Context: an optimization exercise on an open-source flow, tuned for small area, a short achievable clock period and few clock cycles. The choices shown serve that exercise and are no tape-out recipe. Function was checked by simulation only, so behaviour that the tests miss may differ from the original.

File: flow/flow/run.sh
#!/bin/bash
# The standard layout (the standard.sh), with these ORFS settings changed:
#   SETUP_SLACK_MARGIN=8.8 "BUFFER_PORTS_ARGS=-buffer_cell sky130_fd_sc_hd__buf_2"
# The clock, the constraints and the synthesis are the design's own.
set -euo pipefail
bash standard.sh SETUP_SLACK_MARGIN=8.8 "BUFFER_PORTS_ARGS=-buffer_cell sky130_fd_sc_hd__buf_2" finish > flow_make.log 2>&1
File: flow/standard.sh
#!/bin/bash
# synth_recipe.tcl (not shown) runs the flow's synth.tcl, then flattens the netlist and writes it again
# the make line also repeats each setting of config.mk as NAME=value (left out here)
make -C /OpenROAD-flow-scripts/flow DESIGN_CONFIG=/design/flow/config.mk WORK_HOME=/design/flow/orfs CLKGATE_MAP_FILE= SYNTH_SCRIPT=/design/flow/synth_recipe.tcl "${@:-finish}"
File: flow/config.mk
export PLATFORM = sky130hd
export DESIGN_NAME = Milestone1
export DESIGN_NICKNAME = Milestone1
export VERILOG_FILES = /design/flow/design.v
export SDC_FILE = /design/flow/constraint.sdc
export NUM_CORES = 4
export LEC_CHECK = 0
export CAP_MARGIN = 20
export CORE_MARGIN = 2
export CORE_UTILIZATION = 40
export CTS_CLUSTER_DIAMETER = 200
export CTS_CLUSTER_SIZE = 25
export SLEW_MARGIN = 20
File: flow/constraint.sdc
create_clock -name core_clock -period 13.0 [get_ports {Clock}]
set_input_delay 2.6000 -clock core_clock [delete_from_list [all_inputs] [get_ports {Clock}]]
set_output_delay 2.6000 -clock core_clock [all_outputs]
set_load 0.01 [all_outputs]
File: flow/design.v
`timescale 1ns/100ps
`default_nettype none
module Milestone1 (
   input  logic            Clock,
   input  logic            resetn,
   input  logic [15:0]     SRAM_read_data,
   input  logic            M1_start,
   output logic [17:0]     SRAM_address,
   output logic [15:0]     SRAM_write_data,
   output logic            SRAM_we_n,
   output logic            M1_end
);
logic        running;
logic        wr_on;
logic [4:0]  cyc;           
logic [2:0]  ym5;           
logic [17:0] yptr;          
logic [17:0] wptr;          
logic [7:0]  uw [0:5];      
logic [7:0]  vw [0:5];      
logic [7:0]  ulow;          
logic [15:0] vbuf;          
logic [15:0] ybuf;          
logic [8:0]  fo, fo2;       
logic [7:0]  rr, rg, rb;    
logic [7:0]  bh;            
logic        fsel_u;
logic [7:0]  w0, w1, w2, w3, w4, w5;
logic [7:0]  t0, t1, t3, t4, t5;
logic [8:0]  fp, fq, fs;        
logic [8:0]  fout;
logic        c0, c1, c157, c158, c159;    
assign fsel_u = cyc[3];
assign w0 = fsel_u ? uw[0] : vw[1];
assign w1 = fsel_u ? uw[1] : vw[2];
assign w2 = fsel_u ? uw[2] : vw[3];
assign w3 = fsel_u ? uw[3] : vw[4];
assign w4 = fsel_u ? uw[4] : vw[5];
assign w5 = fsel_u ? uw[5] : vw[0];
assign t0 = c0 ? w2 : (c1 ? w1 : w0);
assign t1 = c0 ? w2 : w1;
assign t3 = c159 ? w2 : w3;
assign t4 = c159 ? w2 : (c158 ? w3 : w4);
assign t5 = c159 ? w2 : (c158 ? w3 : (c157 ? w4 : w5));
always_ff @(posedge Clock) begin
   fp <= {1'b0, t0} + {1'b0, t5} + 9'd1;        
   fq <= {1'b0, ~t1} + {1'b0, ~t4} + 9'd1;      
   fs <= {1'b0, w2} + {1'b0, t3} + 9'd1;        
end
logic ft_s0, ft_c0;
logic ft_s1, ft_c1;
logic ft_s2, ft_c2;
logic ft_s3, ft_c3;
logic ft_s4, ft_c4;
logic ft_s5, ft_c5;
logic ft_s6, ft_c6;
logic ft_s7, ft_c7;
logic ft_s8, ft_c8;
logic ft_s9, ft_c9;
logic ft_s10, ft_c10;
logic ft_s11, ft_c11;
logic ft_s12, ft_c12;
logic ft_s13, ft_c13;
logic ft_s14, ft_c14;
logic ft_s15, ft_c15;
logic ft_s16, ft_c16;
logic ft_s17, ft_c17;
logic ft_s18, ft_c18;
logic ft_s19, ft_c19;
logic ft_s20, ft_c20;
logic ft_s21, ft_c21;
logic ft_s22, ft_c22;
logic ft_s23, ft_c23;
logic ft_s24, ft_c24;
logic ft_s25, ft_c25;
logic ft_s26, ft_c26;
logic ft_s27, ft_c27;
logic ft_s28, ft_c28;
logic ft_s29, ft_c29;
logic ft_s30, ft_c30;
logic ft_s31, ft_c31;
logic ft_s32, ft_c32;
logic ft_s33, ft_c33;
logic ft_s34, ft_c34;
logic ft_s35, ft_c35;
logic ft_s36, ft_c36;
logic ft_s37, ft_c37;
logic ft_s38, ft_c38;
logic ft_s39, ft_c39;
logic ft_s40, ft_c40;
logic ft_s41, ft_c41;
logic ft_s42, ft_c42;
logic ft_s43, ft_c43;
logic ft_s44, ft_c44;
logic ft_s45, ft_c45;
logic ft_s46, ft_c46;
logic ft_s47, ft_c47;
logic ft_s48, ft_c48;
logic ft_s49, ft_c49;
logic ft_s50, ft_c50;
logic ft_s51, ft_c51;
logic ft_s52, ft_c52;
logic ft_s53, ft_c53;
logic ft_s54, ft_c54;
logic ft_s55, ft_c55;
logic ft_s56, ft_c56;
logic ft_s57, ft_c57;
logic ft_s58, ft_c58;
logic ft_s59, ft_c59;
logic ft_s60, ft_c60;
logic ft_s61, ft_c61;
logic [16:0] ft_ra, ft_rb, ft_sum;
assign ft_s0 = fp[1] ^ fp[3] ^ fp[5];
assign ft_c0 = (fp[1] & fp[3]) | (fp[1] & fp[5]) | (fp[3] & fp[5]);
assign ft_s1 = fp[2] ^ fp[4] ^ fp[6];
assign ft_c1 = (fp[2] & fp[4]) | (fp[2] & fp[6]) | (fp[4] & fp[6]);
assign ft_s2 = fq[1] ^ fq[2];
assign ft_c2 = fq[1] & fq[2];
assign ft_s3 = fp[3] ^ fp[5] ^ fp[7];
assign ft_c3 = (fp[3] & fp[5]) | (fp[3] & fp[7]) | (fp[5] & fp[7]);
assign ft_s4 = fq[2] ^ fq[3] ^ fq[5];
assign ft_c4 = (fq[2] & fq[3]) | (fq[2] & fq[5]) | (fq[3] & fq[5]);
assign ft_s5 = fs[0] ^ fs[2];
assign ft_c5 = fs[0] & fs[2];
assign ft_s6 = fp[4] ^ fp[6] ^ fp[8];
assign ft_c6 = (fp[4] & fp[6]) | (fp[4] & fp[8]) | (fp[6] & fp[8]);
assign ft_s7 = fq[3] ^ fq[4] ^ fq[6];
assign ft_c7 = (fq[3] & fq[4]) | (fq[3] & fq[6]) | (fq[4] & fq[6]);
assign ft_s8 = fs[1] ^ fs[3] ^ ~fs[8];
assign ft_c8 = (fs[1] & fs[3]) | (fs[1] & ~fs[8]) | (fs[3] & ~fs[8]);
assign ft_s9 = fp[5] ^ fp[7] ^ fq[4];
assign ft_c9 = (fp[5] & fp[7]) | (fp[5] & fq[4]) | (fp[7] & fq[4]);
assign ft_s10 = fq[5] ^ fq[7] ^ fs[2];
assign ft_c10 = (fq[5] & fq[7]) | (fq[5] & fs[2]) | (fq[7] & fs[2]);
assign ft_s11 = ~fs[4];
assign ft_c11 = fs[4];
assign ft_s12 = fp[6] ^ fp[8] ^ fq[5];
assign ft_c12 = (fp[6] & fp[8]) | (fp[6] & fq[5]) | (fp[8] & fq[5]);
assign ft_s13 = fq[6] ^ fq[8] ^ fs[3];
assign ft_c13 = (fq[6] & fq[8]) | (fq[6] & fs[3]) | (fq[8] & fs[3]);
assign ft_s14 = ~fs[5];
assign ft_c14 = fs[5];
assign ft_s15 = fp[7] ^ fq[6] ^ fq[7];
assign ft_c15 = (fp[7] & fq[6]) | (fp[7] & fq[7]) | (fq[6] & fq[7]);
assign ft_s16 = fp[8] ^ fq[7];
assign ft_c16 = fp[8] & fq[7];
assign ft_s17 = fp[0] ^ fp[2] ^ fp[4];
assign ft_c17 = (fp[0] & fp[2]) | (fp[0] & fp[4]) | (fp[2] & fp[4]);
assign ft_s18 = fq[0] ^ fq[1] ^ fq[3];
assign ft_c18 = (fq[0] & fq[1]) | (fq[0] & fq[3]) | (fq[1] & fq[3]);
assign ft_s19 = fs[0] ^ ~fs[5];
assign ft_c19 = fs[0] & ~fs[5];
assign ft_s20 = fq[4] ^ fs[1] ^ ~fs[6];
assign ft_c20 = (fq[4] & fs[1]) | (fq[4] & ~fs[6]) | (fs[1] & ~fs[6]);
assign ft_s21 = ft_s2 ^ ft_c0 ^ ft_s1;
assign ft_c21 = (ft_s2 & ft_c0) | (ft_s2 & ft_s1) | (ft_c0 & ft_s1);
assign ft_s22 = ~fs[7] ^ ft_c2 ^ ft_s5;
assign ft_c22 = (~fs[7] & ft_c2) | (~fs[7] & ft_s5) | (ft_c2 & ft_s5);
assign ft_s23 = ft_c1 ^ ft_s3 ^ ft_s4;
assign ft_c23 = (ft_c1 & ft_s3) | (ft_c1 & ft_s4) | (ft_s3 & ft_s4);
assign ft_s24 = ft_c5 ^ ft_c3 ^ ft_c4;
assign ft_c24 = (ft_c5 & ft_c3) | (ft_c5 & ft_c4) | (ft_c3 & ft_c4);
assign ft_s25 = ft_s6 ^ ft_s7 ^ ft_s8;
assign ft_c25 = (ft_s6 & ft_s7) | (ft_s6 & ft_s8) | (ft_s7 & ft_s8);
assign ft_s26 = ft_s11 ^ ft_c6 ^ ft_c7;
assign ft_c26 = (ft_s11 & ft_c6) | (ft_s11 & ft_c7) | (ft_c6 & ft_c7);
assign ft_s27 = ft_c8 ^ ft_s9 ^ ft_s10;
assign ft_c27 = (ft_c8 & ft_s9) | (ft_c8 & ft_s10) | (ft_s9 & ft_s10);
assign ft_s28 = ft_c11 ^ ft_s14 ^ ft_c9;
assign ft_c28 = (ft_c11 & ft_s14) | (ft_c11 & ft_c9) | (ft_s14 & ft_c9);
assign ft_s29 = ft_c10 ^ ft_s12 ^ ft_s13;
assign ft_c29 = (ft_c10 & ft_s12) | (ft_c10 & ft_s13) | (ft_s12 & ft_s13);
assign ft_s30 = ft_c14 ^ fs[4] ^ fs[6];
assign ft_c30 = (ft_c14 & fs[4]) | (ft_c14 & fs[6]) | (fs[4] & fs[6]);
assign ft_s31 = ft_c12 ^ ft_c13 ^ ft_s15;
assign ft_c31 = (ft_c12 & ft_c13) | (ft_c12 & ft_s15) | (ft_c13 & ft_s15);
assign ft_s32 = fq[8] ^ fs[5] ^ fs[7];
assign ft_c32 = (fq[8] & fs[5]) | (fq[8] & fs[7]) | (fs[5] & fs[7]);
assign ft_s33 = ~(ft_s16 ^ ft_c15);
assign ft_c33 = ft_s16 | ft_c15;
assign ft_s34 = fq[8] ^ fs[6] ^ fs[8];
assign ft_c34 = (fq[8] & fs[6]) | (fq[8] & fs[8]) | (fs[6] & fs[8]);
assign ft_s35 = fp[0] ^ fp[2];
assign ft_c35 = fp[0] & fp[2];
assign ft_s36 = fp[1] ^ fp[3] ^ fq[1];
assign ft_c36 = (fp[1] & fp[3]) | (fp[1] & fq[1]) | (fp[3] & fq[1]);
assign ft_s37 = fq[0] ^ fq[2] ^ ~fs[4];
assign ft_c37 = (fq[0] & fq[2]) | (fq[0] & ~fs[4]) | (fq[2] & ~fs[4]);
assign ft_s38 = ft_s19 ^ ft_c17 ^ ft_s18;
assign ft_c38 = (ft_s19 & ft_c17) | (ft_s19 & ft_s18) | (ft_c17 & ft_s18);
assign ft_s39 = ft_c19 ^ ft_c18 ^ ft_s20;
assign ft_c39 = (ft_c19 & ft_c18) | (ft_c19 & ft_s20) | (ft_c18 & ft_s20);
assign ft_s40 = ft_c20 ^ ft_s22 ^ ft_c21;
assign ft_c40 = (ft_c20 & ft_s22) | (ft_c20 & ft_c21) | (ft_s22 & ft_c21);
assign ft_s41 = ft_c22 ^ ft_c23 ^ ft_s24;
assign ft_c41 = (ft_c22 & ft_c23) | (ft_c22 & ft_s24) | (ft_c23 & ft_s24);
assign ft_s42 = ft_c24 ^ ft_c25 ^ ft_s26;
assign ft_c42 = (ft_c24 & ft_c25) | (ft_c24 & ft_s26) | (ft_c25 & ft_s26);
assign ft_s43 = ft_c26 ^ ft_c27 ^ ft_s28;
assign ft_c43 = (ft_c26 & ft_c27) | (ft_c26 & ft_s28) | (ft_c27 & ft_s28);
assign ft_s44 = ft_s30 ^ ft_c28 ^ ft_c29;
assign ft_c44 = (ft_s30 & ft_c28) | (ft_s30 & ft_c29) | (ft_c28 & ft_c29);
assign ft_s45 = ft_c30 ^ ft_s32 ^ ft_s33;
assign ft_c45 = (ft_c30 & ft_s32) | (ft_c30 & ft_s33) | (ft_s32 & ft_s33);
assign ft_s46 = ft_c16 ^ ft_c32 ^ ft_s34;
assign ft_c46 = (ft_c16 & ft_c32) | (ft_c16 & ft_s34) | (ft_c32 & ft_s34);
assign ft_s47 = fp[0] ^ ~fs[0];
assign ft_c47 = fp[0] & ~fs[0];
assign ft_s48 = fp[1] ^ ~fs[1];
assign ft_c48 = fp[1] & ~fs[1];
assign ft_s49 = fq[0] ^ ~fs[2] ^ ft_s35;
assign ft_c49 = (fq[0] & ~fs[2]) | (fq[0] & ft_s35) | (~fs[2] & ft_s35);
assign ft_s50 = ~fs[3] ^ ft_c35 ^ ft_s36;
assign ft_c50 = (~fs[3] & ft_c35) | (~fs[3] & ft_s36) | (ft_c35 & ft_s36);
assign ft_s51 = ft_c36 ^ ft_s37 ^ ft_s17;
assign ft_c51 = (ft_c36 & ft_s37) | (ft_c36 & ft_s17) | (ft_s37 & ft_s17);
assign ft_s52 = ft_c37 ^ ft_s0 ^ ft_s38;
assign ft_c52 = (ft_c37 & ft_s0) | (ft_c37 & ft_s38) | (ft_s0 & ft_s38);
assign ft_s53 = ft_c38 ^ ft_s39 ^ ft_s21;
assign ft_c53 = (ft_c38 & ft_s39) | (ft_c38 & ft_s21) | (ft_s39 & ft_s21);
assign ft_s54 = ft_c39 ^ ft_s23 ^ ft_s40;
assign ft_c54 = (ft_c39 & ft_s23) | (ft_c39 & ft_s40) | (ft_s23 & ft_s40);
assign ft_s55 = ft_s25 ^ ft_c40 ^ ft_s41;
assign ft_c55 = (ft_s25 & ft_c40) | (ft_s25 & ft_s41) | (ft_c40 & ft_s41);
assign ft_s56 = ft_s27 ^ ft_c41 ^ ft_s42;
assign ft_c56 = (ft_s27 & ft_c41) | (ft_s27 & ft_s42) | (ft_c41 & ft_s42);
assign ft_s57 = ft_s29 ^ ft_c42 ^ ft_s43;
assign ft_c57 = (ft_s29 & ft_c42) | (ft_s29 & ft_s43) | (ft_c42 & ft_s43);
assign ft_s58 = ft_s31 ^ ft_c43 ^ ft_s44;
assign ft_c58 = (ft_s31 & ft_c43) | (ft_s31 & ft_s44) | (ft_c43 & ft_s44);
assign ft_s59 = ft_c31 ^ ft_s45 ^ ft_c44;
assign ft_c59 = (ft_c31 & ft_s45) | (ft_c31 & ft_c44) | (ft_s45 & ft_c44);
assign ft_s60 = ft_c33 ^ ft_s46 ^ ft_c45;
assign ft_c60 = (ft_c33 & ft_s46) | (ft_c33 & ft_c45) | (ft_s46 & ft_c45);
assign ft_s61 = fs[7] ^ ft_c34 ^ ft_c46;
assign ft_c61 = (fs[7] & ft_c34) | (fs[7] & ft_c46) | (ft_c34 & ft_c46);
assign ft_ra = {1'b0, ft_c61, ft_c60, ft_c59, ft_c58, ft_c57, ft_c56, ft_c55, ft_c54, ft_c53, ft_c52, ft_c51, ft_c50, ft_c49, ft_c48, ft_c47, ft_s47};
assign ft_rb = {1'b0, fs[8], ft_s61, ft_s60, ft_s59, ft_s58, ft_s57, ft_s56, ft_s55, ft_s54, ft_s53, ft_s52, ft_s51, ft_s50, ft_s49, ft_s48, 1'b1};
assign ft_sum = ft_ra + ft_rb;
assign fout = ft_sum[16:8];
logic [7:0]  ysel;
logic [8:0]  usel, vsel;
logic [24:0] ypr;               
logic [8:0]  xu, xv;
logic [10:0] xu3, xv3;
logic [7:0]  cr, cg, cb;
assign ysel = ybuf[15:8];    
assign usel = cyc[0] ? {uw[4][7], ~uw[4][7], uw[4][6:0]} : fo2;
assign vsel = cyc[0] ? {vw[4][7], ~vw[4][7], vw[4][6:0]} : fo;
logic yt_s0, yt_c0;
logic yt_s1, yt_c1;
logic yt_s2, yt_c2;
logic yt_s3, yt_c3;
logic yt_s4, yt_c4;
logic yt_s5, yt_c5;
logic yt_s6, yt_c6;
logic yt_s7, yt_c7;
logic yt_s8, yt_c8;
logic yt_s9, yt_c9;
logic yt_s10, yt_c10;
logic yt_s11, yt_c11;
logic yt_s12, yt_c12;
logic yt_s13, yt_c13;
logic yt_s14, yt_c14;
logic yt_s15, yt_c15;
logic yt_s16, yt_c16;
logic [26:0] yt_ra, yt_rb, yt_sum;
assign yt_s0 = ysel[1] ^ ysel[3];
assign yt_c0 = ysel[1] & ysel[3];
assign yt_s1 = ysel[2] ^ ysel[4] ^ ysel[6];
assign yt_c1 = (ysel[2] & ysel[4]) | (ysel[2] & ysel[6]) | (ysel[4] & ysel[6]);
assign yt_s2 = ysel[0] ^ ysel[3] ^ ysel[5];
assign yt_c2 = (ysel[0] & ysel[3]) | (ysel[0] & ysel[5]) | (ysel[3] & ysel[5]);
assign yt_s3 = ysel[1] ^ ysel[4];
assign yt_c3 = ysel[1] & ysel[4];
assign yt_s4 = ysel[2] ^ ysel[5];
assign yt_c4 = ysel[2] & ysel[5];
assign yt_s5 = ysel[3] ^ ysel[6];
assign yt_c5 = ysel[3] & ysel[6];
assign yt_s6 = ysel[0] ^ ysel[2];
assign yt_c6 = ysel[0] & ysel[2];
assign yt_s7 = ~(ysel[5] ^ yt_s0);
assign yt_c7 = ysel[5] | yt_s0;
assign yt_s8 = ~(yt_c0 ^ yt_s1);
assign yt_c8 = yt_c0 | yt_s1;
assign yt_s9 = ysel[7] ^ yt_c1 ^ yt_s2;
assign yt_c9 = (ysel[7] & yt_c1) | (ysel[7] & yt_s2) | (yt_c1 & yt_s2);
assign yt_s10 = ysel[6] ^ yt_s3 ^ yt_c2;
assign yt_c10 = (ysel[6] & yt_s3) | (ysel[6] & yt_c2) | (yt_s3 & yt_c2);
assign yt_s11 = ysel[7] ^ yt_c3 ^ yt_s4;
assign yt_c11 = (ysel[7] & yt_c3) | (ysel[7] & yt_s4) | (yt_c3 & yt_s4);
assign yt_s12 = ~(yt_c4 ^ yt_s5);
assign yt_c12 = yt_c4 | yt_s5;
assign yt_s13 = ysel[4] ^ ysel[7] ^ yt_c5;
assign yt_c13 = (ysel[4] & ysel[7]) | (ysel[4] & yt_c5) | (ysel[7] & yt_c5);
assign yt_s14 = ~ysel[5];
assign yt_c14 = ysel[5];
assign yt_s15 = ~ysel[6];
assign yt_c15 = ysel[6];
assign yt_s16 = ~ysel[7];
assign yt_c16 = ysel[7];
assign yt_ra = {1'b1, 1'b0, yt_c16, yt_c15, yt_c14, yt_c13, yt_c12, yt_c11, yt_c10, yt_c9, yt_c8, yt_c7, yt_c6, yt_s6, ysel[1], ysel[0], ysel[1], ysel[0], ~ysel[6], ~ysel[5], ~ysel[4], ~ysel[3], ~ysel[2], ~ysel[1], ~ysel[0], 1'b0, 1'b0};
assign yt_rb = {1'b0, 1'b0, 1'b1, yt_s16, yt_s15, yt_s14, yt_s13, yt_s12, yt_s11, yt_s10, yt_s9, yt_s8, yt_s7, ysel[4], ysel[3], ysel[2], 1'b0, ~ysel[7], 1'b1, 1'b0, 1'b1, 1'b0, 1'b0, 1'b0, 1'b1, 1'b0, 1'b0};
assign yt_sum = yt_ra + yt_rb;
always_ff @(posedge Clock) begin
   ypr <= yt_sum[26:2];
   xu  <= usel;
   xv  <= vsel;
   xu3 <= {2'b00, usel} + {1'b0, usel, 1'b0};
   xv3 <= {2'b00, vsel} + {1'b0, vsel, 1'b0};
end
logic rt_s0, rt_c0;
logic rt_s1, rt_c1;
logic rt_s2, rt_c2;
logic rt_s3, rt_c3;
logic rt_s4, rt_c4;
logic rt_s5, rt_c5;
logic rt_s6, rt_c6;
logic rt_s7, rt_c7;
logic rt_s8, rt_c8;
logic rt_s9, rt_c9;
logic rt_s10, rt_c10;
logic rt_s11, rt_c11;
logic rt_s12, rt_c12;
logic rt_s13, rt_c13;
logic rt_s14, rt_c14;
logic rt_s15, rt_c15;
logic rt_s16, rt_c16;
logic rt_s17, rt_c17;
logic rt_s18, rt_c18;
logic rt_s19, rt_c19;
logic rt_s20, rt_c20;
logic rt_s21, rt_c21;
logic rt_s22, rt_c22;
logic rt_s23, rt_c23;
logic rt_s24, rt_c24;
logic rt_s25, rt_c25;
logic rt_s26, rt_c26;
logic rt_s27, rt_c27;
logic rt_s28, rt_c28;
logic rt_s29, rt_c29;
logic rt_s30, rt_c30;
logic rt_s31, rt_c31;
logic rt_s32, rt_c32;
logic rt_s33, rt_c33;
logic rt_s34, rt_c34;
logic rt_s35, rt_c35;
logic rt_s36, rt_c36;
logic rt_s37, rt_c37;
logic rt_s38, rt_c38;
logic rt_s39, rt_c39;
logic [26:0] rt_ra, rt_rb, rt_sum;
assign rt_s0 = ypr[9] ^ xv3[0];
assign rt_c0 = ypr[9] & xv3[0];
assign rt_s1 = ypr[10] ^ xv3[1];
assign rt_c1 = ypr[10] & xv3[1];
assign rt_s2 = ypr[5] ^ xv[0];
assign rt_c2 = ypr[5] & xv[0];
assign rt_s3 = ypr[6] ^ xv[1] ^ xv[4];
assign rt_c3 = (ypr[6] & xv[1]) | (ypr[6] & xv[4]) | (xv[1] & xv[4]);
assign rt_s4 = ypr[7] ^ xv[2] ^ xv[5];
assign rt_c4 = (ypr[7] & xv[2]) | (ypr[7] & xv[5]) | (xv[2] & xv[5]);
assign rt_s5 = ypr[8] ^ xv[3] ^ xv[6];
assign rt_c5 = (ypr[8] & xv[3]) | (ypr[8] & xv[6]) | (xv[3] & xv[6]);
assign rt_s6 = ~(xv[4] ^ xv[7]);
assign rt_c6 = xv[4] | xv[7];
assign rt_s7 = xv[5] ^ xv[8] ^ rt_c0;
assign rt_c7 = (xv[5] & xv[8]) | (xv[5] & rt_c0) | (xv[8] & rt_c0);
assign rt_s8 = ypr[11] ^ xv3[2] ^ xv[6];
assign rt_c8 = (ypr[11] & xv3[2]) | (ypr[11] & xv[6]) | (xv3[2] & xv[6]);
assign rt_s9 = ypr[12] ^ xv3[3];
assign rt_c9 = ypr[12] & xv3[3];
assign rt_s10 = ypr[13] ^ xv3[0] ^ xv3[4];
assign rt_c10 = (ypr[13] & xv3[0]) | (ypr[13] & xv3[4]) | (xv3[0] & xv3[4]);
assign rt_s11 = ypr[14] ^ xv3[1];
assign rt_c11 = ypr[14] & xv3[1];
assign rt_s12 = ypr[15] ^ xv3[2];
assign rt_c12 = ypr[15] & xv3[2];
assign rt_s13 = ypr[16] ^ xv3[3] ^ xv3[7];
assign rt_c13 = (ypr[16] & xv3[3]) | (ypr[16] & xv3[7]) | (xv3[3] & xv3[7]);
assign rt_s14 = ypr[17] ^ xv3[4] ^ xv3[8];
assign rt_c14 = (ypr[17] & xv3[4]) | (ypr[17] & xv3[8]) | (xv3[4] & xv3[8]);
assign rt_s15 = ypr[18] ^ xv3[5];
assign rt_c15 = ypr[18] & xv3[5];
assign rt_s16 = ypr[19] ^ xv3[6] ^ xv3[10];
assign rt_c16 = (ypr[19] & xv3[6]) | (ypr[19] & xv3[10]) | (xv3[6] & xv3[10]);
assign rt_s17 = ypr[20] ^ xv3[7];
assign rt_c17 = ypr[20] & xv3[7];
assign rt_s18 = ypr[2] ^ xv[0];
assign rt_c18 = ypr[2] & xv[0];
assign rt_s19 = ypr[3] ^ xv[1] ^ xv3[5];
assign rt_c19 = (ypr[3] & xv[1]) | (ypr[3] & xv3[5]) | (xv[1] & xv3[5]);
assign rt_s20 = ypr[4] ^ xv[2] ^ xv3[6];
assign rt_c20 = (ypr[4] & xv[2]) | (ypr[4] & xv3[6]) | (xv[2] & xv3[6]);
assign rt_s21 = xv[3] ^ xv3[7] ^ rt_s2;
assign rt_c21 = (xv[3] & xv3[7]) | (xv[3] & rt_s2) | (xv3[7] & rt_s2);
assign rt_s22 = xv3[8] ^ rt_c2 ^ rt_s3;
assign rt_c22 = (xv3[8] & rt_c2) | (xv3[8] & rt_s3) | (rt_c2 & rt_s3);
assign rt_s23 = xv3[9] ^ rt_c3 ^ rt_s4;
assign rt_c23 = (xv3[9] & rt_c3) | (xv3[9] & rt_s4) | (rt_c3 & rt_s4);
assign rt_s24 = xv3[10] ^ rt_c4 ^ rt_s5;
assign rt_c24 = (xv3[10] & rt_c4) | (xv3[10] & rt_s5) | (rt_c4 & rt_s5);
assign rt_s25 = rt_s6 ^ rt_s0 ^ rt_c5;
assign rt_c25 = (rt_s6 & rt_s0) | (rt_s6 & rt_c5) | (rt_s0 & rt_c5);
assign rt_s26 = rt_c6 ^ rt_s1 ^ rt_s7;
assign rt_c26 = (rt_c6 & rt_s1) | (rt_c6 & rt_s7) | (rt_s1 & rt_s7);
assign rt_s27 = rt_c1 ^ rt_s8 ^ rt_c7;
assign rt_c27 = (rt_c1 & rt_s8) | (rt_c1 & rt_c7) | (rt_s8 & rt_c7);
assign rt_s28 = xv[7] ^ rt_s9 ^ rt_c8;
assign rt_c28 = (xv[7] & rt_s9) | (xv[7] & rt_c8) | (rt_s9 & rt_c8);
assign rt_s29 = xv[8] ^ rt_c9 ^ rt_s10;
assign rt_c29 = (xv[8] & rt_c9) | (xv[8] & rt_s10) | (rt_c9 & rt_s10);
assign rt_s30 = xv3[5] ^ rt_s11 ^ rt_c10;
assign rt_c30 = (xv3[5] & rt_s11) | (xv3[5] & rt_c10) | (rt_s11 & rt_c10);
assign rt_s31 = xv3[6] ^ rt_c11 ^ rt_s12;
assign rt_c31 = (xv3[6] & rt_c11) | (xv3[6] & rt_s12) | (rt_c11 & rt_s12);
assign rt_s32 = ~(rt_c12 ^ rt_s13);
assign rt_c32 = rt_c12 | rt_s13;
assign rt_s33 = ~(rt_c13 ^ rt_s14);
assign rt_c33 = rt_c13 | rt_s14;
assign rt_s34 = xv3[9] ^ rt_s15 ^ rt_c14;
assign rt_c34 = (xv3[9] & rt_s15) | (xv3[9] & rt_c14) | (rt_s15 & rt_c14);
assign rt_s35 = ~(rt_c15 ^ rt_s16);
assign rt_c35 = rt_c15 | rt_s16;
assign rt_s36 = ~(rt_s17 ^ rt_c16);
assign rt_c36 = rt_s17 | rt_c16;
assign rt_s37 = ypr[21] ^ xv3[8] ^ rt_c17;
assign rt_c37 = (ypr[21] & xv3[8]) | (ypr[21] & rt_c17) | (xv3[8] & rt_c17);
assign rt_s38 = ypr[22] ^ xv3[9];
assign rt_c38 = ypr[22] & xv3[9];
assign rt_s39 = ypr[23] ^ xv3[10];
assign rt_c39 = ypr[23] & xv3[10];
assign rt_ra = {rt_c39, rt_c38, rt_c37, rt_c36, rt_c35, rt_c34, rt_c33, rt_c32, rt_c31, rt_c30, rt_c29, rt_c28, rt_c27, rt_c26, rt_c25, rt_c24, rt_c23, rt_c22, rt_c21, rt_c20, rt_c19, rt_c18, rt_s18, ypr[1], ypr[0], xv3[1], xv3[0]};
assign rt_rb = {ypr[24], rt_s39, rt_s38, rt_s37, rt_s36, rt_s35, rt_s34, rt_s33, rt_s32, rt_s31, rt_s30, rt_s29, rt_s28, rt_s27, rt_s26, rt_s25, rt_s24, rt_s23, rt_s22, rt_s21, rt_s20, rt_s19, xv3[4], xv3[3], xv3[2], 1'b0, 1'b0};
assign rt_sum = rt_ra + rt_rb;
logic gt_s0, gt_c0;
logic gt_s1, gt_c1;
logic gt_s2, gt_c2;
logic gt_s3, gt_c3;
logic gt_s4, gt_c4;
logic gt_s5, gt_c5;
logic gt_s6, gt_c6;
logic gt_s7, gt_c7;
logic gt_s8, gt_c8;
logic gt_s9, gt_c9;
logic gt_s10, gt_c10;
logic gt_s11, gt_c11;
logic gt_s12, gt_c12;
logic gt_s13, gt_c13;
logic gt_s14, gt_c14;
logic gt_s15, gt_c15;
logic gt_s16, gt_c16;
logic gt_s17, gt_c17;
logic gt_s18, gt_c18;
logic gt_s19, gt_c19;
logic gt_s20, gt_c20;
logic gt_s21, gt_c21;
logic gt_s22, gt_c22;
logic gt_s23, gt_c23;
logic gt_s24, gt_c24;
logic gt_s25, gt_c25;
logic gt_s26, gt_c26;
logic gt_s27, gt_c27;
logic gt_s28, gt_c28;
logic gt_s29, gt_c29;
logic gt_s30, gt_c30;
logic gt_s31, gt_c31;
logic gt_s32, gt_c32;
logic gt_s33, gt_c33;
logic gt_s34, gt_c34;
logic gt_s35, gt_c35;
logic gt_s36, gt_c36;
logic gt_s37, gt_c37;
logic gt_s38, gt_c38;
logic gt_s39, gt_c39;
logic gt_s40, gt_c40;
logic gt_s41, gt_c41;
logic gt_s42, gt_c42;
logic gt_s43, gt_c43;
logic gt_s44, gt_c44;
logic gt_s45, gt_c45;
logic gt_s46, gt_c46;
logic gt_s47, gt_c47;
logic gt_s48, gt_c48;
logic gt_s49, gt_c49;
logic gt_s50, gt_c50;
logic gt_s51, gt_c51;
logic gt_s52, gt_c52;
logic gt_s53, gt_c53;
logic gt_s54, gt_c54;
logic gt_s55, gt_c55;
logic gt_s56, gt_c56;
logic gt_s57, gt_c57;
logic gt_s58, gt_c58;
logic gt_s59, gt_c59;
logic gt_s60, gt_c60;
logic gt_s61, gt_c61;
logic gt_s62, gt_c62;
logic gt_s63, gt_c63;
logic gt_s64, gt_c64;
logic [26:0] gt_ra, gt_rb, gt_sum;
assign gt_s0 = ypr[3] ^ ~xu3[2];
assign gt_c0 = ypr[3] & ~xu3[2];
assign gt_s1 = ypr[4] ^ ~xu3[3];
assign gt_c1 = ypr[4] & ~xu3[3];
assign gt_s2 = ypr[5] ^ ~xu3[4];
assign gt_c2 = ypr[5] & ~xu3[4];
assign gt_s3 = ypr[6] ^ ~xu3[5];
assign gt_c3 = ypr[6] & ~xu3[5];
assign gt_s4 = ypr[7] ^ ~xu3[6];
assign gt_c4 = ypr[7] & ~xu3[6];
assign gt_s5 = ypr[8] ^ ~xu[0] ^ ~xu3[7];
assign gt_c5 = (ypr[8] & ~xu[0]) | (ypr[8] & ~xu3[7]) | (~xu[0] & ~xu3[7]);
assign gt_s6 = ypr[9] ^ ~xu[1];
assign gt_c6 = ypr[9] & ~xu[1];
assign gt_s7 = ypr[10] ^ ~xu[2] ^ ~xu3[9];
assign gt_c7 = (ypr[10] & ~xu[2]) | (ypr[10] & ~xu3[9]) | (~xu[2] & ~xu3[9]);
assign gt_s8 = ypr[11] ^ ~xu3[0] ^ ~xu[3];
assign gt_c8 = (ypr[11] & ~xu3[0]) | (ypr[11] & ~xu[3]) | (~xu3[0] & ~xu[3]);
assign gt_s9 = ~xu3[10] ^ ~xv[1];
assign gt_c9 = ~xu3[10] & ~xv[1];
assign gt_s10 = ypr[12] ^ ~xu3[1] ^ ~xu[4];
assign gt_c10 = (ypr[12] & ~xu3[1]) | (ypr[12] & ~xu[4]) | (~xu3[1] & ~xu[4]);
assign gt_s11 = ~(~xv3[0] ^ ~xv[2]);
assign gt_c11 = ~xv3[0] | ~xv[2];
assign gt_s12 = ypr[13] ^ ~xu3[2] ^ ~xu[5];
assign gt_c12 = (ypr[13] & ~xu3[2]) | (ypr[13] & ~xu[5]) | (~xu3[2] & ~xu[5]);
assign gt_s13 = ~(~xv3[1] ^ ~xv[3]);
assign gt_c13 = ~xv3[1] | ~xv[3];
assign gt_s14 = ypr[14] ^ ~xu3[3] ^ ~xu[6];
assign gt_c14 = (ypr[14] & ~xu3[3]) | (ypr[14] & ~xu[6]) | (~xu3[3] & ~xu[6]);
assign gt_s15 = ~xv3[2] ^ ~xv[4];
assign gt_c15 = ~xv3[2] & ~xv[4];
assign gt_s16 = ypr[15] ^ ~xu3[4] ^ ~xu[7];
assign gt_c16 = (ypr[15] & ~xu3[4]) | (ypr[15] & ~xu[7]) | (~xu3[4] & ~xu[7]);
assign gt_s17 = ~xv3[3] ^ ~xv[5];
assign gt_c17 = ~xv3[3] & ~xv[5];
assign gt_s18 = ypr[16] ^ ~xu3[5] ^ ~xu[8];
assign gt_c18 = (ypr[16] & ~xu3[5]) | (ypr[16] & ~xu[8]) | (~xu3[5] & ~xu[8]);
assign gt_s19 = ~xv3[4] ^ ~xv[6];
assign gt_c19 = ~xv3[4] & ~xv[6];
assign gt_s20 = ypr[17] ^ ~xu3[6] ^ ~xv3[5];
assign gt_c20 = (ypr[17] & ~xu3[6]) | (ypr[17] & ~xv3[5]) | (~xu3[6] & ~xv3[5]);
assign gt_s21 = ypr[18] ^ ~xu3[7] ^ ~xv3[6];
assign gt_c21 = (ypr[18] & ~xu3[7]) | (ypr[18] & ~xv3[6]) | (~xu3[7] & ~xv3[6]);
assign gt_s22 = ypr[1] ^ ~xu3[0];
assign gt_c22 = ypr[1] & ~xu3[0];
assign gt_s23 = ypr[2] ^ ~xu3[1];
assign gt_c23 = ypr[2] & ~xu3[1];
assign gt_s24 = ~(~xv[0] ^ ~xv[5]);
assign gt_c24 = ~xv[0] | ~xv[5];
assign gt_s25 = ~xv[1] ^ ~xv[6] ^ gt_c0;
assign gt_c25 = (~xv[1] & ~xv[6]) | (~xv[1] & gt_c0) | (~xv[6] & gt_c0);
assign gt_s26 = ~xv[2] ^ ~xv[7] ^ gt_c1;
assign gt_c26 = (~xv[2] & ~xv[7]) | (~xv[2] & gt_c1) | (~xv[7] & gt_c1);
assign gt_s27 = ~xv[3] ^ ~xv[8] ^ gt_c2;
assign gt_c27 = (~xv[3] & ~xv[8]) | (~xv[3] & gt_c2) | (~xv[8] & gt_c2);
assign gt_s28 = ~(~xv[4] ^ gt_c3);
assign gt_c28 = ~xv[4] | gt_c3;
assign gt_s29 = ~(~xv[5] ^ gt_c4);
assign gt_c29 = ~xv[5] | gt_c4;
assign gt_s30 = ~xu3[8] ^ ~xv[6] ^ gt_s6;
assign gt_c30 = (~xu3[8] & ~xv[6]) | (~xu3[8] & gt_s6) | (~xv[6] & gt_s6);
assign gt_s31 = ~xv[0] ^ ~xv[7] ^ gt_c6;
assign gt_c31 = (~xv[0] & ~xv[7]) | (~xv[0] & gt_c6) | (~xv[7] & gt_c6);
assign gt_s32 = ~xv[8] ^ gt_s9 ^ gt_c7;
assign gt_c32 = (~xv[8] & gt_s9) | (~xv[8] & gt_c7) | (gt_s9 & gt_c7);
assign gt_s33 = gt_c9 ^ gt_s11 ^ gt_c8;
assign gt_c33 = (gt_c9 & gt_s11) | (gt_c9 & gt_c8) | (gt_s11 & gt_c8);
assign gt_s34 = gt_c11 ^ gt_s13 ^ gt_c10;
assign gt_c34 = (gt_c11 & gt_s13) | (gt_c11 & gt_c10) | (gt_s13 & gt_c10);
assign gt_s35 = gt_c13 ^ gt_s15 ^ gt_c12;
assign gt_c35 = (gt_c13 & gt_s15) | (gt_c13 & gt_c12) | (gt_s15 & gt_c12);
assign gt_s36 = gt_c15 ^ gt_s17 ^ gt_c14;
assign gt_c36 = (gt_c15 & gt_s17) | (gt_c15 & gt_c14) | (gt_s17 & gt_c14);
assign gt_s37 = gt_c17 ^ gt_s19 ^ gt_c16;
assign gt_c37 = (gt_c17 & gt_s19) | (gt_c17 & gt_c16) | (gt_s19 & gt_c16);
assign gt_s38 = ~xv[7] ^ gt_c19 ^ gt_c18;
assign gt_c38 = (~xv[7] & gt_c19) | (~xv[7] & gt_c18) | (gt_c19 & gt_c18);
assign gt_s39 = ~(~xv[8] ^ gt_c20);
assign gt_c39 = ~xv[8] | gt_c20;
assign gt_s40 = ypr[19] ^ ~xu3[8] ^ ~xv3[7];
assign gt_c40 = (ypr[19] & ~xu3[8]) | (ypr[19] & ~xv3[7]) | (~xu3[8] & ~xv3[7]);
assign gt_s41 = ypr[20] ^ ~xu3[9];
assign gt_c41 = ypr[20] & ~xu3[9];
assign gt_s42 = ypr[21] ^ ~xu3[10];
assign gt_c42 = ypr[21] & ~xu3[10];
assign gt_s43 = ~~xv[3];
assign gt_c43 = ~xv[3];
assign gt_s44 = ~xv[4] ^ gt_c22 ^ gt_s23;
assign gt_c44 = (~xv[4] & gt_c22) | (~xv[4] & gt_s23) | (gt_c22 & gt_s23);
assign gt_s45 = gt_c23 ^ gt_s24 ^ gt_s0;
assign gt_c45 = (gt_c23 & gt_s24) | (gt_c23 & gt_s0) | (gt_s24 & gt_s0);
assign gt_s46 = gt_c24 ^ gt_s1 ^ gt_s25;
assign gt_c46 = (gt_c24 & gt_s1) | (gt_c24 & gt_s25) | (gt_s1 & gt_s25);
assign gt_s47 = gt_s2 ^ gt_c25 ^ gt_s26;
assign gt_c47 = (gt_s2 & gt_c25) | (gt_s2 & gt_s26) | (gt_c25 & gt_s26);
assign gt_s48 = gt_s3 ^ gt_c26 ^ gt_s27;
assign gt_c48 = (gt_s3 & gt_c26) | (gt_s3 & gt_s27) | (gt_c26 & gt_s27);
assign gt_s49 = gt_s4 ^ gt_s28 ^ gt_c27;
assign gt_c49 = (gt_s4 & gt_s28) | (gt_s4 & gt_c27) | (gt_s28 & gt_c27);
assign gt_s50 = gt_c28 ^ gt_s29 ^ gt_s5;
assign gt_c50 = (gt_c28 & gt_s29) | (gt_c28 & gt_s5) | (gt_s29 & gt_s5);
assign gt_s51 = gt_c5 ^ gt_c29 ^ gt_s30;
assign gt_c51 = (gt_c5 & gt_c29) | (gt_c5 & gt_s30) | (gt_c29 & gt_s30);
assign gt_s52 = gt_s7 ^ gt_c30 ^ gt_s31;
assign gt_c52 = (gt_s7 & gt_c30) | (gt_s7 & gt_s31) | (gt_c30 & gt_s31);
assign gt_s53 = gt_s8 ^ gt_c31 ^ gt_s32;
assign gt_c53 = (gt_s8 & gt_c31) | (gt_s8 & gt_s32) | (gt_c31 & gt_s32);
assign gt_s54 = gt_s10 ^ gt_c32 ^ gt_s33;
assign gt_c54 = (gt_s10 & gt_c32) | (gt_s10 & gt_s33) | (gt_c32 & gt_s33);
assign gt_s55 = gt_s12 ^ gt_c33 ^ gt_s34;
assign gt_c55 = (gt_s12 & gt_c33) | (gt_s12 & gt_s34) | (gt_c33 & gt_s34);
assign gt_s56 = gt_s14 ^ gt_c34 ^ gt_s35;
assign gt_c56 = (gt_s14 & gt_c34) | (gt_s14 & gt_s35) | (gt_c34 & gt_s35);
assign gt_s57 = gt_s16 ^ gt_c35 ^ gt_s36;
assign gt_c57 = (gt_s16 & gt_c35) | (gt_s16 & gt_s36) | (gt_c35 & gt_s36);
assign gt_s58 = gt_s18 ^ gt_c36 ^ gt_s37;
assign gt_c58 = (gt_s18 & gt_c36) | (gt_s18 & gt_s37) | (gt_c36 & gt_s37);
assign gt_s59 = gt_s20 ^ gt_c37 ^ gt_s38;
assign gt_c59 = (gt_s20 & gt_c37) | (gt_s20 & gt_s38) | (gt_c37 & gt_s38);
assign gt_s60 = gt_s21 ^ gt_s39 ^ gt_c38;
assign gt_c60 = (gt_s21 & gt_s39) | (gt_s21 & gt_c38) | (gt_s39 & gt_c38);
assign gt_s61 = gt_c21 ^ gt_s40 ^ gt_c39;
assign gt_c61 = (gt_c21 & gt_s40) | (gt_c21 & gt_c39) | (gt_s40 & gt_c39);
assign gt_s62 = ~xv3[8] ^ gt_s41 ^ gt_c40;
assign gt_c62 = (~xv3[8] & gt_s41) | (~xv3[8] & gt_c40) | (gt_s41 & gt_c40);
assign gt_s63 = ~xv3[9] ^ gt_c41 ^ gt_s42;
assign gt_c63 = (~xv3[9] & gt_c41) | (~xv3[9] & gt_s42) | (gt_c41 & gt_s42);
assign gt_s64 = ypr[22] ^ ~xv3[10] ^ gt_c42;
assign gt_c64 = (ypr[22] & ~xv3[10]) | (ypr[22] & gt_c42) | (~xv3[10] & gt_c42);
assign gt_ra = {ypr[24], gt_c64, gt_c63, gt_c62, gt_c61, gt_c60, gt_c59, gt_c58, gt_c57, gt_c56, gt_c55, gt_c54, gt_c53, gt_c52, gt_c51, gt_c50, gt_c49, gt_c48, gt_c47, gt_c46, gt_c45, gt_c44, gt_c43, gt_s43, ypr[0], ~xv[1], ~xv[0]};
assign gt_rb = {1'b0, ypr[23], gt_s64, gt_s63, gt_s62, gt_s61, gt_s60, gt_s59, gt_s58, gt_s57, gt_s56, gt_s55, gt_s54, gt_s53, gt_s52, gt_s51, gt_s50, gt_s49, gt_s48, gt_s47, gt_s46, gt_s45, gt_s44, gt_s22, ~xv[2], 1'b0, 1'b1};
assign gt_sum = gt_ra + gt_rb;
logic bt_s0, bt_c0;
logic bt_s1, bt_c1;
logic bt_s2, bt_c2;
logic bt_s3, bt_c3;
logic bt_s4, bt_c4;
logic bt_s5, bt_c5;
logic bt_s6, bt_c6;
logic bt_s7, bt_c7;
logic bt_s8, bt_c8;
logic bt_s9, bt_c9;
logic bt_s10, bt_c10;
logic bt_s11, bt_c11;
logic bt_s12, bt_c12;
logic bt_s13, bt_c13;
logic bt_s14, bt_c14;
logic bt_s15, bt_c15;
logic bt_s16, bt_c16;
logic bt_s17, bt_c17;
logic bt_s18, bt_c18;
logic bt_s19, bt_c19;
logic bt_s20, bt_c20;
logic bt_s21, bt_c21;
logic bt_s22, bt_c22;
logic bt_s23, bt_c23;
logic bt_s24, bt_c24;
logic bt_s25, bt_c25;
logic bt_s26, bt_c26;
logic bt_s27, bt_c27;
logic bt_s28, bt_c28;
logic bt_s29, bt_c29;
logic bt_s30, bt_c30;
logic bt_s31, bt_c31;
logic bt_s32, bt_c32;
logic bt_s33, bt_c33;
logic bt_s34, bt_c34;
logic bt_s35, bt_c35;
logic [26:0] bt_ra, bt_rb, bt_sum;
assign bt_s0 = ypr[8] ^ xu[0];
assign bt_c0 = ypr[8] & xu[0];
assign bt_s1 = ypr[9] ^ xu[1];
assign bt_c1 = ypr[9] & xu[1];
assign bt_s2 = ypr[10] ^ xu[2];
assign bt_c2 = ypr[10] & xu[2];
assign bt_s3 = ypr[11] ^ xu[3];
assign bt_c3 = ypr[11] & xu[3];
assign bt_s4 = ypr[5] ^ xu[0];
assign bt_c4 = ypr[5] & xu[0];
assign bt_s5 = ypr[6] ^ xu[1] ^ xu3[5];
assign bt_c5 = (ypr[6] & xu[1]) | (ypr[6] & xu3[5]) | (xu[1] & xu3[5]);
assign bt_s6 = ypr[7] ^ xu[2] ^ xu3[6];
assign bt_c6 = (ypr[7] & xu[2]) | (ypr[7] & xu3[6]) | (xu[2] & xu3[6]);
assign bt_s7 = xu[3] ^ xu3[7] ^ xu3[10];
assign bt_c7 = (xu[3] & xu3[7]) | (xu[3] & xu3[10]) | (xu3[7] & xu3[10]);
assign bt_s8 = xu[4] ^ xu3[8] ^ bt_c0;
assign bt_c8 = (xu[4] & xu3[8]) | (xu[4] & bt_c0) | (xu3[8] & bt_c0);
assign bt_s9 = xu[5] ^ xu3[9] ^ bt_c1;
assign bt_c9 = (xu[5] & xu3[9]) | (xu[5] & bt_c1) | (xu3[9] & bt_c1);
assign bt_s10 = xu[6] ^ xu3[10] ^ bt_c2;
assign bt_c10 = (xu[6] & xu3[10]) | (xu[6] & bt_c2) | (xu3[10] & bt_c2);
assign bt_s11 = ypr[12] ^ xu[4] ^ xu[7];
assign bt_c11 = (ypr[12] & xu[4]) | (ypr[12] & xu[7]) | (xu[4] & xu[7]);
assign bt_s12 = ypr[13] ^ xu[5];
assign bt_c12 = ypr[13] & xu[5];
assign bt_s13 = ypr[1] ^ xu3[0];
assign bt_c13 = ypr[1] & xu3[0];
assign bt_s14 = ypr[2] ^ xu3[1] ^ xu3[4];
assign bt_c14 = (ypr[2] & xu3[1]) | (ypr[2] & xu3[4]) | (xu3[1] & xu3[4]);
assign bt_s15 = ypr[3] ^ xu3[2] ^ xu3[5];
assign bt_c15 = (ypr[3] & xu3[2]) | (ypr[3] & xu3[5]) | (xu3[2] & xu3[5]);
assign bt_s16 = ypr[4] ^ xu3[3] ^ xu3[6];
assign bt_c16 = (ypr[4] & xu3[3]) | (ypr[4] & xu3[6]) | (xu3[3] & xu3[6]);
assign bt_s17 = xu3[4] ^ xu3[7] ^ bt_s4;
assign bt_c17 = (xu3[4] & xu3[7]) | (xu3[4] & bt_s4) | (xu3[7] & bt_s4);
assign bt_s18 = xu3[8] ^ bt_c4 ^ bt_s5;
assign bt_c18 = (xu3[8] & bt_c4) | (xu3[8] & bt_s5) | (bt_c4 & bt_s5);
assign bt_s19 = xu3[9] ^ bt_c5 ^ bt_s6;
assign bt_c19 = (xu3[9] & bt_c5) | (xu3[9] & bt_s6) | (bt_c5 & bt_s6);
assign bt_s20 = bt_s0 ^ bt_c6 ^ bt_s7;
assign bt_c20 = (bt_s0 & bt_c6) | (bt_s0 & bt_s7) | (bt_c6 & bt_s7);
assign bt_s21 = bt_s1 ^ bt_c7 ^ bt_s8;
assign bt_c21 = (bt_s1 & bt_c7) | (bt_s1 & bt_s8) | (bt_c7 & bt_s8);
assign bt_s22 = bt_s2 ^ bt_c8 ^ bt_s9;
assign bt_c22 = (bt_s2 & bt_c8) | (bt_s2 & bt_s9) | (bt_c8 & bt_s9);
assign bt_s23 = bt_s3 ^ bt_c9 ^ bt_s10;
assign bt_c23 = (bt_s3 & bt_c9) | (bt_s3 & bt_s10) | (bt_c9 & bt_s10);
assign bt_s24 = bt_c3 ^ bt_s11 ^ bt_c10;
assign bt_c24 = (bt_c3 & bt_s11) | (bt_c3 & bt_c10) | (bt_s11 & bt_c10);
assign bt_s25 = xu[8] ^ bt_s12 ^ bt_c11;
assign bt_c25 = (xu[8] & bt_s12) | (xu[8] & bt_c11) | (bt_s12 & bt_c11);
assign bt_s26 = ypr[14] ^ xu[6] ^ bt_c12;
assign bt_c26 = (ypr[14] & xu[6]) | (ypr[14] & bt_c12) | (xu[6] & bt_c12);
assign bt_s27 = ypr[15] ^ xu[0] ^ xu[7];
assign bt_c27 = (ypr[15] & xu[0]) | (ypr[15] & xu[7]) | (xu[0] & xu[7]);
assign bt_s28 = ypr[16] ^ xu[1] ^ xu[8];
assign bt_c28 = (ypr[16] & xu[1]) | (ypr[16] & xu[8]) | (xu[1] & xu[8]);
assign bt_s29 = ypr[17] ^ xu[2];
assign bt_c29 = ypr[17] & xu[2];
assign bt_s30 = ypr[18] ^ xu[3];
assign bt_c30 = ypr[18] & xu[3];
assign bt_s31 = ypr[19] ^ xu[4];
assign bt_c31 = ypr[19] & xu[4];
assign bt_s32 = ypr[20] ^ xu[5];
assign bt_c32 = ypr[20] & xu[5];
assign bt_s33 = ypr[21] ^ xu[6];
assign bt_c33 = ypr[21] & xu[6];
assign bt_s34 = ypr[22] ^ xu[7];
assign bt_c34 = ypr[22] & xu[7];
assign bt_s35 = ypr[23] ^ xu[8];
assign bt_c35 = ypr[23] & xu[8];
assign bt_ra = {bt_c35, bt_c34, bt_c33, bt_c32, bt_c31, bt_c30, bt_c29, bt_c28, bt_c27, bt_c26, bt_c25, bt_c24, bt_c23, bt_c22, bt_c21, bt_c20, bt_c19, bt_c18, bt_c17, bt_c16, bt_c15, bt_c14, bt_c13, bt_s13, ypr[0], xu3[1], xu3[0]};
assign bt_rb = {ypr[24], bt_s35, bt_s34, bt_s33, bt_s32, bt_s31, bt_s30, bt_s29, bt_s28, bt_s27, bt_s26, bt_s25, bt_s24, bt_s23, bt_s22, bt_s21, bt_s20, bt_s19, bt_s18, bt_s17, bt_s16, bt_s15, bt_s14, xu3[3], xu3[2], 1'b0, 1'b0};
assign bt_sum = bt_ra + bt_rb;
function automatic logic [7:0] clip(input logic [26:0] v);
   if (v[26])               clip = 8'd0;
   else if (v[25] | v[24])  clip = 8'd255;
   else                     clip = v[23:16];
endfunction
assign cr = clip(rt_sum);
assign cg = clip(gt_sum);
assign cb = clip(bt_sum);
logic [17:0] caddr_sum;
logic [17:0] caddr;
assign caddr_sum = yptr + (yptr[0] ? 18'd76804 : 18'd115204);
assign caddr = {1'b0, caddr_sum[17:1]};
logic        ws2h, ws3h, ws2l, ws3l;
always_ff @(posedge Clock) begin
   ws2h <= cyc[1] & running;
   ws3h <= cyc[2] & running;
   ws2l <= cyc[1] & ~M1_end;
   ws3l <= cyc[2] & ~M1_end;
end
assign SRAM_write_data[15:8] = ws3h ? bh : (ws2h ? rr : rg);
assign SRAM_write_data[7:0]  = ws3l ? rr : (ws2l ? rg : rb);
always_ff @(posedge Clock or negedge resetn) begin
   if (~resetn) begin
      running   <= 1'b0;
      M1_end    <= 1'b0;
      SRAM_we_n <= 1'b1;
      wr_on     <= 1'b0;
   end else begin
      if (~running) begin
         SRAM_we_n <= 1'b1;
         if (M1_start) begin
            running <= 1'b1;
            M1_end  <= 1'b0;
            wr_on   <= 1'b0;
         end
      end else begin
         SRAM_we_n <= ~(wr_on & (cyc[1] | cyc[2] | cyc[3]));
         if (cyc[3] & c0) wr_on <= 1'b1;
         if (cyc[4] & ~yptr[17] & yptr[15] & yptr[12] & yptr[10] & yptr[9] & yptr[0]) begin
            running <= 1'b0;
            M1_end  <= 1'b1;
         end
      end
   end
end
always_ff @(posedge Clock) begin
   if (~running & M1_start) begin
      cyc  <= 5'b10000;
      yptr <= 18'h3fffc;       
      ym5  <= 3'd1;            
      wptr <= 18'd146929;      
      {c157, c158, c159, c0, c1} <= 5'd0;
   end else begin
      cyc <= {cyc[3:0], cyc[4]};
      if (cyc[0]) begin
         yptr <= yptr + 18'd1;
         ym5  <= (ym5 == 3'd4) ? 3'd0 : ym5 + 3'd1;
      end
      if (cyc[1] | cyc[2] | cyc[3]) wptr <= wptr + 18'd1;
      if (cyc[2]) begin
         c157 <= (yptr[4:0] == 5'd30) & (ym5 == 3'd3);
         c158 <= c157;
         c159 <= c158;
         c0   <= c159;
         c1   <= c0;
      end
   end
   SRAM_address <= cyc[4] ? caddr : (cyc[0] ? yptr : wptr);
   fo  <= fout;
   fo2 <= fo;
   rr <= cr;
   if (cyc[1] | cyc[2]) begin
      rg <= cg;
      rb <= cb;
   end
   bh <= rb;
   uw[0] <= uw[5]; uw[1] <= uw[0]; uw[2] <= uw[1]; uw[3] <= uw[2]; uw[4] <= uw[3];
   vw[0] <= vw[5]; vw[1] <= vw[0]; vw[2] <= vw[1]; vw[3] <= vw[2]; vw[4] <= vw[3];
   if (cyc[2]) begin
      if (~yptr[0]) begin         
         uw[5] <= SRAM_read_data[15:8];
         ulow  <= SRAM_read_data[7:0];
         vw[5] <= vbuf[15:8];
      end else begin              
         uw[5] <= ulow;
         vw[5] <= vbuf[7:0];
         vbuf  <= SRAM_read_data;
      end
   end else begin
      uw[5] <= uw[4];
      vw[5] <= vw[4];
   end
   if (cyc[3]) ybuf <= SRAM_read_data;
   else if (cyc[0]) ybuf[15:8] <= ybuf[7:0];
end
endmodule
==> run summary, run 1 <==
WHS Endpoint=uw[2][1]; CP max FO=8; post-DP HPWL=39.7 mm; DR iter-0 viols=621; Clock Latency Late Sink=0.53 ns; post-synthesis sequential area ratio=0.351; Placer Congestion=0.901; FF-to-FF path depth=14; # setup viols final=0; wire per inst=16.8 um; I/O pins=55; first-pass GRT wire length=76.9 mm; vias in the first global route=14300; via count=14200; Pre-Repair DR Iteration Count=5; Core Rows=85; fin cells=2876; Worst Setup Start Kind=flip-flop; hold path cells=0; max incr delay on CP=0.46 ns; footprint of the multi-input gates=12600 sq um; CTS Buffer Depth=3; Hold Fails Final Rpt=0; Final Max Slew Viols=0; die height=237 um; antenna fix cells=0; Async S/R FF share, synth=0.0114; Synth Instances=2142; vias per inst=4.95; CP max-delay cell=dfxtp_4; RSZ-0062 raised after global routing=no; cts bufs inserted=17; fin crit share=0.316; R2R Path End=rb[1]; initial antenna violation count=1; final global-route overflow total=0; EDFF count, synth=56; All-Layer GR Usage=0.173; H-tree depth=1; Synth Register Bits=350; Ys Warns=3; commonest non-fill, non-tap cell in the layout=inv_1; Worst EP required=10.40 ns; initial core utilization=0.403; CTS tree=done; Residual DRC=0; crit end category=output pin; Largest delay share family, worst path=flip-flops; post-route antenna net violation count=0; Area Growth Syn to Fin=7.52%; Hold Buf Count CTS=0; CP Data Arrival Time=1.50 ns; CP cell instances=mux2i_1 > o21ai_0 > buf_2; Synthesized Nets=2542; Setup CP Type=flip-flop to output pin; layout cells sized above 1=0.0867; clk root buf=clkbuf_16; R2R Setup Slk=8.94 ns; Synth Area per Inst=10.1 sq um; Max-slew headroom=0.360; Main synth FF type=dfxtp_1; Reg area=7630 sq um; final wirelength=48.3 mm; Hold Crit Start=uw[1][1]; Max Clk Rate=0.244 GHz; worst hold-check path type=flip-flop to flip-flop; worst clock skew=0.0222 ns; number of I/O port buffers=54; setup TNS=0 ns; largest net degree at the start of global routing=56; clock sink count=350; Nets=2575; worst r2r src=xu[5]; Placed Cells=2849; min cycle time layout=4.10 ns; Cell variety after synth=80; core box area=53700 sq um; Post-Syn Area=21600 sq um; Slew @ Worst Pin=0.959 ns; clk slew on worst S/H paths=0.10 ns; fill count=5089; die width=237 um; minimum hold slack=0.348 ns; status=timing/DRC/antenna clean; die area=56000 sq um; Worst Path Buf+Inv=1; most frequent cells in the layout=inv_1, dfxtp_1, ha_1; max cap viols=0
[area by class of cell]
type | count | share of cell area
sequential | 350 | 0.328
tap | 696 | 0.0374
inverter | 353 | 0.0569
timing repair buffer | 67 | 0.0158
clock buffer | 24 | 0.0194
multi-input combinational | 1386 | 0.543
[cells in the mapped netlist (36+ instances only)]
library cell	number	area [sq um]
o21ai_0	104	521
xnor2_1	66	578
nor2_1	99	372
xor2_1	44	385
ha_1	228	2850
mux2i_1	103	1030
dfxtp_1	290	5810
a21o_1	37	278
edfxtp_1	56	1680
inv_1	353	1330
fa_1	153	3060
clkbuf_1	36	135
a21oi_1	110	551
nand2_1	131	492
[registers in the layout (all words and copies together), names as in the netlist, 16 cells and up]
name / count
ypr: 24
SRAM_address: 18
wptr: 18
yptr: 18
uw: 48
ybuf: 16
vw: 48
vbuf: 16
[logic make-up after synthesis]
kind of cell / synth area share
AOI/OAI and AO/OA: 0.107
muxes: 0.0679
adders and majority gates: 0.273
and+or+nand+nor: 0.0842
xor gates and xnor gates: 0.0460
DFF: 0.351
buffers and inverters: 0.0707
[per-stage QoR]
stage | instance area [sq um] | utilization | setup WS (ns)
after CTS | 23100 | 0.431 | 8.77
after global placement | 22700 | 0.422 | 8.73
after floorplan | 21600 | - | 9.03
final | 23300 | 0.433 | 8.90
after global routing | 23300 | 0.433 | 8.79
after detailed placement | 22700 | 0.422 | 8.66
[how the worst max path moves through the flow]
| stage | cells past startpoint | start | to | slack [ns] |
|---|---|---|---|---|
| after floorplan | 16 | ypr[10] | rg[0] | 9.03 |
| after global placement | 16 | xv[1] | rg[7] | 8.73 |
| after detailed placement | 16 | xv[1] | rg[3] | 8.66 |
| after CTS | 2 | ws3h | SRAM_write_data[14] | 8.77 |
| after global routing | 15 | ypr[10] | rg[0] | 8.79 |
| final | 3 | ws2h | SRAM_write_data[14] | 8.90 |
[per-layer routing]
layer / GRT usage / part of all wire
met2: 0.288 / 0.46
met4: 0.0432 / 0.022
met5: 0 / 0.00039
met3: 0.0206 / 0.036
met1: 0.239 / 0.48
[repair_timing]
action | 4_1_cts | 5_1_grt
pin swaps | 1 | 5
setup endpoints to repair | 34 | 39
buffers inserted | 0 | 3
resized for setup | 11 | 39
Testbench counts, summed over its fixed seeds: cycles 768,108.
==> inputs of run 2 (changes only) <==
==> flow/flow/run.sh (replaced) <==
#!/bin/bash
# The standard layout (the standard.sh), with these ORFS settings changed:
#   SETUP_SLACK_MARGIN=8.95 "BUFFER_PORTS_ARGS=-buffer_cell sky130_fd_sc_hd__buf_2"
# The clock, the constraints and the synthesis are the design's own.
set -euo pipefail
bash standard.sh SETUP_SLACK_MARGIN=8.95 "BUFFER_PORTS_ARGS=-buffer_cell sky130_fd_sc_hd__buf_2" finish > flow_make.log 2>&1
==> run 2 against run 1 <==
Synthesized cell count did not move; register-to-register slack improved by 0.08 ns; critical path depth did not move; global-route usage barely moved; clock skew rose by 0.0062 ns; largest cell class unchanged.
==> run summary, run 2 <==
final cell utilization of the core=0.440 (+0.00655); area share of and/or/nand/nor cells after synthesis=0.0842 (unchanged); RSZ-0062 raised after global routing=yes; die area=56000 sq um (unchanged); Residual DRC=0 (unchanged); Async S/R FF share, synth=0.0114 (unchanged); most frequent cells in the layout=inv_1, dfxtp_1, ha_1; antenna fix cells=0 (unchanged); Worst Setup Start Kind=flip-flop; CP Data Arrival Time=1.47 ns (-0.03 ns); CTS Buffer Depth=3 (unchanged); fill count=5062 (-0.53%); Synth Instances=2142 (unchanged); clk slew on worst S/H paths=0.11 ns (about the same); Setup CP Type=flip-flop to output pin; clock sink count=350 (unchanged); DR iter-0 viols=635 (+2.3%); CTS tree=done; worst clock skew=0.0284 ns (+0.00618 ns); Synth Area per Inst=10.1 sq um (unchanged); worst hold-check path type=flip-flop to flip-flop; initial core utilization=0.403 (unchanged); post-synthesis xor/xnor area fraction=0.0460 (unchanged); Cell variety after synth=80 (unchanged); max cap viols=0 (unchanged); clk root buf=clkbuf_16; Hold Fails Final Rpt=0 (unchanged); via count=14400 (+0.96%); Core Rows=85 (unchanged); CP max FO=8 (unchanged); setup TNS=0 ns (unchanged); layout cells sized above 1=0.116 (+0.0293); Reg area=7700 sq um (+0.95%); final global-route overflow total=0 (unchanged); vias in the first global route=14400 (+0.44%); fin crit share=0.313 (-0.00246); core box area=53700 sq um (unchanged); largest family of logic cells by synthesized area=adder cells; Nets=2593 (+0.70%); min cycle time layout=4.07 ns (-0.0320 ns); top cells by area, synth=dfxtp_1, fa_1, ha_1; die height=237 um (unchanged); Main synth FF type=dfxtp_1; Slew @ Worst Pin=0.939 ns (-0.0199 ns); first-pass GRT wire length=76.9 mm (about the same); Synth top area share=0.268 (unchanged); post-route antenna net violation count=0 (unchanged); largest net degree at the start of global routing=56 (unchanged); final wirelength=48.7 mm (+0.87%); post-DP HPWL=39.7 mm (unchanged); synth cell count leaders=inv_1, dfxtp_1, ha_1; EDFF count, synth=56 (unchanged); Final Max Slew Viols=0 (unchanged); commonest non-fill, non-tap cell in the layout=inv_1; Synth Register Bits=350 (unchanged); I/O pins=55 (unchanged); Placer Congestion=0.901 (unchanged); top flop regs=uw: 48 flops, vw: 48 flops, ypr: 24 flops; post-synthesis compound-gate area fraction=0.107 (unchanged); Worst EP required=10.40 ns (about the same); cell with the most instances after synthesis=inv_1; Pre-Repair DR Iteration Count=5 (unchanged); post-synthesis sequential area ratio=0.351 (unchanged); synthesized-area fraction occupied by adder cells=0.273 (unchanged); # setup viols final=0 (unchanged); All-Layer GR Usage=0.173 (about the same); mux contribution to synthesized area=0.0679 (unchanged); vias per inst=4.96 (+0.33%); Post-Syn Area=21600 sq um (unchanged); Ys Warns=3 (unchanged); H-tree depth=1 (unchanged); Max Clk Rate=0.246 GHz (+0.78%); number of I/O port buffers=54 (unchanged); footprint of the multi-input gates=12800 sq um (+1.1%); Max-slew headroom=0.373 (+0.0133); cts bufs inserted=17 (unchanged); Area Growth Syn to Fin=9.14%; Synthesized Nets=2542 (unchanged); Hold Buf Count CTS=0 (unchanged); Synth area leader=dfxtp_1; wire per inst=16.8 um (+0.24%); status=timing/DRC/antenna clean; die width=237 um (unchanged); Clock Latency Late Sink=0.54 ns (about the same); initial antenna violation count=1 (unchanged); crit end category=output pin
## run 2: worst paths after layout
check,start,to,slack [ns],cells past startpoint
setup / recovery,ws2h,SRAM_write_data[14],8.93,3
hold / removal,uw[1][7],uw[2][7],0.35,0
setup reg to reg,xu3[9],rg[1],9.02,19
hold reg to reg,uw[1][7],uw[2][7],0.35,0
max in group asynchronous,resetn,SRAM_we_n,10.93,1
min in group asynchronous,resetn,wr_on,1.86,1
## run 2: cells by family after synthesis
kind of cell	count (synthesis)
AND/OR/NAND/NOR	385
buffers and inverters	406
adder cells (fa/ha/maj)	381
multiplexers	140
XOR/XNOR	112
AO/OA/AOI/OAI	368
flip-flops	350
## run 2: layout make-up
class,instances,share of cell area
Tap cell,696,0.0369
Multi-Input combinational cell,1386,0.540
Timing Repair Buffer,85,0.0215
Clock buffer,24,0.0191
Inverter,353,0.0561
Sequential cell,350,0.326
## run 2: through the flow
stage                     setup WS, ns  instances  cell area (sq um)  hold slack [ns]
after global placement            8.73       2849              22700            0.329
after global routing              8.86       2894              23600            0.357
final                             8.93       2894              23600            0.347
after detailed placement          8.66       2849              22700            0.331
after CTS                         8.90       2882              23300            0.348
after floorplan                   9.03       2142              21600            0.326
## run 2: layer usage
| metal | vias to the layer above | track usage | part of all wire |
|---|---|---|---|
| met5 | - | 0 | 0.00039 |
| met4 | 2 | 0.0432 | 0.023 |
| met3 | 68 | 0.0206 | 0.036 |
| met2 | 218 | 0.288 | 0.46 |
| met1 | 6906 | 0.238 | 0.48 |
| li1 | 7166 | - | - |
## run 2: timing repair
| item | in CTS | in global routing |
|---|---|---|
| setup endpoints to repair | 43 | 45 |
| pin swaps | 4 | 24 |
| gates resized for setup | 49 | 82 |
| buffers inserted | 9 | 12 |
## run 2: critical path, stage by stage, from the launching register on
cell     delay [ns]
dfxtp_4        0.47
mux2i_1        0.21
o21ai_1        0.10
buf_2          0.16

[separate check: timing with driven ports]
In the flow no input, the clock included, has a driving cell. The finished layouts below were timed again as built, in two steps. Step 1 assumes that a clkbuf_16 drives the clock port and a buf_2 every other input. Step 2 adds t to the input delays and takes it off the output delays; t is the mean of the earliest and latest rising clock arrival at the registers after step 1. Input paths then give back, and output paths get back, about the clock's delay inside the block. Three values: ideal, step 1, step 2; two values: the first two.
run | shift t [ns] | setup WS [ns] | clock arrival spread, ns | worst slew at a driven data input, ns
run 1 | 0.575 | 8.895 / 8.839 / 8.943 | 0.023 / 0.023 | 0.04
run 2 | 0.579 | 8.927 / 8.871 / 9.017 | 0.029 / 0.030 | 0.04
After both steps every run listed still meets setup and hold.
